Source: an optimization exercise on an open RTL-to-GDS flow (aim: small area, a short achievable clock period and few clock cycles). Production flows keep margins and buffers that such runs may drop.

== rev 12 ==
==> flow/design.v <==
module RegFile(
	rdata1,			 
	rdata2,			 
	clock,
	wdata,			 
	waddr,			 
	raddr1,			 
	raddr2,			 
	write			 
	);
output [15:0] rdata1, rdata2;
input clock;
input [15:0] wdata;
input [2:0] raddr1, raddr2;
input [2:0] waddr;
input write;
reg [15:0] regcell[1:7];		 
integer i;
always @(posedge clock)
	for (i = 1; i < 8; i = i + 1)
		if (write && waddr == i) regcell[i] <= wdata;
assign rdata1 = (raddr1 == 0) ? 16'd0 : regcell[raddr1];
assign rdata2 = (raddr2 == 0) ? 16'd0 : regcell[raddr2];
endmodule
module Control(
	RegWrite,	 
	RegDst,		 
	Sub,		 
	UseImm,		 
	MemRead,	 
	MemWrite,	 
	Branch,		 
	Jump,		 
	OpCode
	);
output RegWrite, RegDst, Sub, UseImm, MemRead, MemWrite, Branch, Jump;
input [3:0] OpCode;
assign RegDst   = (OpCode == 4'd0) | (OpCode == 4'd1);
assign Sub      = (OpCode == 4'd1);
assign UseImm   = (OpCode == 4'd6);
assign MemRead  = (OpCode == 4'd3);
assign MemWrite = (OpCode == 4'd4);
assign Branch   = (OpCode == 4'd5);
assign Jump     = (OpCode == 4'd8);
assign RegWrite = RegDst | UseImm | MemRead;
endmodule
module PMIPSL0(
	imemaddr, 	 
	dmemaddr,	 
	dmemwdata,	 
	dmemwrite,	 
	dmemread,	 
	aluresult,	 
	clock,
	imemrdata,	 
	dmemrdata,	 
	reset		 
	);
output [15:0] imemaddr;
output [15:0] dmemaddr;
output [15:0] dmemwdata;
output dmemwrite;
output dmemread;
output [15:0] aluresult;
input clock;
input [16:0] imemrdata;
input [15:0] dmemrdata;
input reset;
reg [16:0] IR;		 
reg [15:1] SeqPC;	 
wire [3:0] op = IR[16:13];
wire [2:0] rs = IR[12:10];
wire [2:0] rt = IR[9:7];
wire [2:0] rd = IR[6:4];
wire [15:0] imm = {{9{IR[6]}}, IR[6:0]};
wire RegWrite, RegDst, Sub, UseImm, MemRead, MemWrite, Branch, Jump;
Control ctl(RegWrite, RegDst, Sub, UseImm, MemRead, MemWrite, Branch, Jump, op);
wire [15:0] a, b;
wire [15:0] wdata;
wire [2:0] waddr = RegDst ? rd : rt;
RegFile rf(a, b, clock, wdata, waddr, rs, rt, RegWrite);
wire [15:0] addr = a + imm;
wire [15:0] alu = Sub ? a - b : a + b;
assign wdata = MemRead ? dmemrdata : (UseImm ? addr : alu);
assign dmemaddr = addr;
assign dmemwdata = b;
assign dmemread = MemRead;
assign dmemwrite = MemWrite;
assign aluresult = addr;
wire taken = Branch && (a == b);
wire [15:1] btarget = SeqPC + imm[14:0];
wire [15:1] jtarget = {SeqPC[15:14], IR[12:0]};
wire [15:1] fetch = Jump ? jtarget : (taken ? btarget : SeqPC);
assign imemaddr = {fetch, 1'b0};
always @(posedge clock)
	if (reset) begin
		IR[16:13] <= 4'd2;	 
		SeqPC <= 0;
	end else begin
		IR[16:13] <= imemrdata[16:13];
		SeqPC <= fetch + 1'b1;
	end
always @(posedge clock)
	IR[12:0] <= imemrdata[12:0];
endmodule
Settings: LEC_CHECK=0, ABC_CLOCK_PERIOD_IN_PS=3000, CAP_MARGIN=20, CORE_MARGIN=2, CORE_UTILIZATION=55, PLACE_DENSITY=0.65, SETUP_SLACK_MARGIN=2.5, SLEW_MARGIN=20; clock period 6.0 ns.
run.sh (not shown) runs the stock make flow with config.mk's settings and CLKGATE_MAP_FILE= SYNTH_SCRIPT=/design/flow/synth_recipe.tcl, a recipe that flattens the netlist after the stock synthesis.
What rev 13 does differently from rev 12 at the input level:
- clearing SETUP_SLACK_MARGIN, which used to be 2.5
- swapping 55 for 40 in CORE_UTILIZATION
- clearing ABC_CLOCK_PERIOD_IN_PS, which used to be 3000
- swapping 0.65 for 0.6 in PLACE_DENSITY
## What came out
Rev 12 closes out successfully: all stages finished, all timing, DRC and antenna checks passed.
Rev 13: no failed stages, no open violations at the end
On design area, rev 13 does better than rev 12.
Relative to rev 12, longest individual stage delay on the worst path increased by 0.12 ns in rev 13.
First-iteration DRC count for rev 13 is lower than for rev 12.
A worst setup path endpoint of imemaddr[3] is what rev 13 shows, while aluresult[11] belongs to rev 12.
Diff rev 12 -> rev 13: cell count has decreased; count of final setup violators has remained practically unchanged.
Function was not checked in any run of this note: the RTL went through the layout flow alone.

## re-timing with driven ports
How much do the figures lean on ideal ports? The routed layouts below were timed once more, with nothing changed but the port constraints. Step 1: set_driving_cell puts a clkbuf_16 on clock and a buf_2 on each other input, an assumption about the parent block. Step 2 moves the port delays by t, midway between the first and last clock arrival at a register: inputs arrive t later, outputs are due t later. That takes back most of the time a late clock gives input paths. Slacks: ideal / step 1 / step 2; pairs: ideal / step 1.
| run | t, ns | setup WS [ns] | hold WS [ns] | slew at the worst register clock pin (ns) |
|---|---|---|---|---|
| rev 12 | 0.481 | 0.612 / 0.563 / 1.045 | 0.696 / 0.696 / 0.696 | 0.07 / 0.07 |
| rev 13 | 0.478 | 0.170 / 0.121 / 0.599 | 0.584 / 0.584 / 0.584 | 0.07 / 0.07 |
After both steps every run listed still meets setup and hold.
